Source: an optimization exercise on an open RTL-to-GDS flow (aim: small area, a short achievable clock period and few clock cycles). Production flows keep margins and buffers that such runs may drop.
RTL that was checked went through simulation tests only; none was proved equivalent to the original.
Power figures rest on the tool's default switching activity, not on a simulated workload.

Setup of delta:
## Sobel
module Sobel (
    input         ap_clk,
    input         ap_rst,
    input         ap_start,
    output        ap_done,
    output        ap_idle,
    output        ap_ready,
    input  [31:0] p_src_mat_rows_read,
    input  [31:0] p_src_mat_cols_read,
    output [11:0] p_src_mat_data_V_address0,
    output        p_src_mat_data_V_ce0,
    input  [7:0]  p_src_mat_data_V_q0,
    output [11:0] p_dst_matx_data_V_address0,
    output        p_dst_matx_data_V_ce0,
    output        p_dst_matx_data_V_we0,
    output [7:0]  p_dst_matx_data_V_d0,
    output [11:0] p_dst_maty_data_V_address0,
    output        p_dst_maty_data_V_ce0,
    output        p_dst_maty_data_V_we0,
    output [7:0]  p_dst_maty_data_V_d0
);
Size: roughly 550 flip-flops.
export LEC_CHECK = 0
export CAP_MARGIN = 20
export CORE_MARGIN = 2
export CORE_UTILIZATION = 55
export CTS_CLUSTER_DIAMETER = 60
export CTS_CLUSTER_SIZE = 24
export SETUP_SLACK_MARGIN = 2.5
export SLEW_MARGIN = 20
export BUFFER_PORTS_ARGS = -buffer_cell sky130_fd_sc_hd__buf_1
create_clock -name core_clock -period 5.0 [get_ports {ap_clk}]
standard.sh (not shown) runs the stock make flow with config.mk's settings and CLKGATE_MAP_FILE= SYNTH_SCRIPT=/design/flow/synth_recipe.tcl, a recipe that flattens the netlist after the stock synthesis.
==> flow/flow/run.sh <==
#!/bin/bash
# Standard layout flow; only the cell used to buffer the ports is chosen
# (sky130_fd_sc_hd__buf_1 instead of the tool's default pick).
set -o pipefail
cp standard.sh standard_sh_copy.log
cp config.mk config_orig.log
echo 'export BUFFER_PORTS_ARGS = -buffer_cell sky130_fd_sc_hd__buf_1' >> config.mk
bash standard.sh > standard_run.log 2>&1
Input-level comparison between violet and delta:
-- flow/config.mk --
<<< delta, line 9
export CORE_MARGIN = 2
export CORE_UTILIZATION = 55
export CTS_CLUSTER_DIAMETER = 60
export CTS_CLUSTER_SIZE = 24
export SETUP_SLACK_MARGIN = 2.5
>>> violet, line 9
export CORE_MARGIN = 2
export CORE_UTILIZATION = 70
export CTS_CLUSTER_DIAMETER = 80
export CTS_CLUSTER_SIZE = 32
export SETUP_SLACK_MARGIN = 2.5
--- outcome ---
~same share of final layout cell area taken by non-clock buffers in delta and violet
Compared to delta, violet has final setup slack of the worst path 0.014 ns lower.
Diff delta -> violet: overall power of the completed layout has decreased, cell area went down about 3.6%.
The final layout from violet, which completed every stage, passed the timing, DRC and antenna checks at the end of the flow.
Function was not checked in any run of this note: the RTL went through the layout flow alone.

---

## run A
Sobel, a different RTL version from the one above (not shown whole).
For scale: roughly 140 I/O pins.
==> flow/design.v (excerpt) <==
module Sobel (
    input         ap_clk,
    input         ap_rst,
    input         ap_start,
    output        ap_done,
    output        ap_idle,
    output        ap_ready,
    input  [31:0] p_src_mat_rows_read,
    input  [31:0] p_src_mat_cols_read,
    output [11:0] p_src_mat_data_V_address0,
    output        p_src_mat_data_V_ce0,
    input  [7:0]  p_src_mat_data_V_q0,
    output [11:0] p_dst_matx_data_V_address0,
    output        p_dst_matx_data_V_ce0,
    output        p_dst_matx_data_V_we0,
    output [7:0]  p_dst_matx_data_V_d0,
    output [11:0] p_dst_maty_data_V_address0,
    output        p_dst_maty_data_V_ce0,
    output        p_dst_maty_data_V_we0,
    output [7:0]  p_dst_maty_data_V_d0
);
localparam NS = 4;             
localparam H  = 1 << NS;       
localparam PW = NS + 1;        
wire [12:0] R_in = p_src_mat_rows_read[12:0];
wire [6:0]  C_in = p_src_mat_cols_read[6:0];
  ...
clock: 5.0 ns
lec_check: 0
cap_margin: 20
core_margin: 2
core_utilization: 55
cts_cluster_diameter: 80
cts_cluster_size: 32
setup_slack_margin: 2.6
slew_margin: 20
buffer_ports_args: -buffer_cell sky130_fd_sc_hd__buf_1
Scripts as last shown in full above: flow/flow/run.sh
Run A reached the end of the flow, and the finished layout is clean on the timing, DRC and antenna checks.
Testbench counts of run A, summed over its fixed seeds: cycles 82,208.
Inputs modified between run A and run B:
Settings: SETUP_SLACK_MARGIN changed from 2.6 to 2.65; PLACE_DENSITY newly set to 0.9.
## What came out
- Routed length on met1 (run B vs. run A) decreases by a few percent
- Compared run B against run A; final area within noise.
- As far as non-filler instance count after layout is concerned, run A and run B perform about the same.
- Total power improves in run B relative to run A.
- Cmp run B and run A / power share of the clock group / higher: run A
- From run A to run B, number of register bits inferred by synthesis did not move at all.
- Any difference in instance area at placement between run A and run B is small enough to ignore.
- Summary: post-layout minimum cycle time, run B worse than run A
- Part of the cycle the worst path needs up 0.99 points in run B wrt run A
- [run B] diode insertion count for antenna repair fell 1 relative to run A
- Re number of buffers created by CTS: run B and run A aren't equal, and the higher value belongs to run A.
Modified inputs, run C compared to run B
Settings: SETUP_SLACK_MARGIN now 2.7, was 2.65; PLACE_DENSITY no longer set, was 0.9.
## What came out
Summary of run C over run B: total global routing track utilization about even, layout buffering overhead excluding clock cells rose 0.35 points. On run C: wire length is 2.1% lower than what run B gave. Synthesized area of run C is on par with run B.

-- separate check: timing with driven ports --
How much do the figures lean on ideal ports? The routed layouts below were timed once more, with nothing changed but the port constraints. Step 1: set_driving_cell puts a clkbuf_16 on ap_clk and a buf_2 on each other input, an assumption about the parent block. Step 2 times the ports against the registers' clock, not the clock port: input delays grow and output delays shrink by t, the midpoint of the rising clock arrivals with the driver on. Three values: ideal, step 1, step 2; two values: the first two.
| run | shift t [ns] | setup slack, ns | hold WS [ns] | worst setup path at the end | latest minus earliest clock arrival (ns) |
|---|---|---|---|---|---|
| delta | 0.595 | 2.603 / 2.603 / 2.149 | 0.313 / 0.313 / 0.313 | input to register | 0.029 / 0.029 |
| violet | 0.597 | 2.589 / 2.567 / 2.302 | 0.313 / 0.313 / 0.313 | input to register | 0.025 / 0.025 |
| run A | 0.597 | 2.628 / 2.609 / 2.126 | 0.317 / 0.317 / 0.317 | input to register | 0.024 / 0.024 |
| run B | 0.588 | 2.578 / 2.578 / 2.160 | 0.311 / 0.311 / 0.311 | input to register | 0.030 / 0.030 |
| run C | 0.607 | 2.646 / 2.646 / 2.124 | 0.312 / 0.312 / 0.312 | input to register | 0.023 / 0.022 |
After both steps setup and hold are still met in every run listed. The setup slack of run C, which loses most, moves by 0.000 ns with the drivers and by -0.522 ns with both steps.
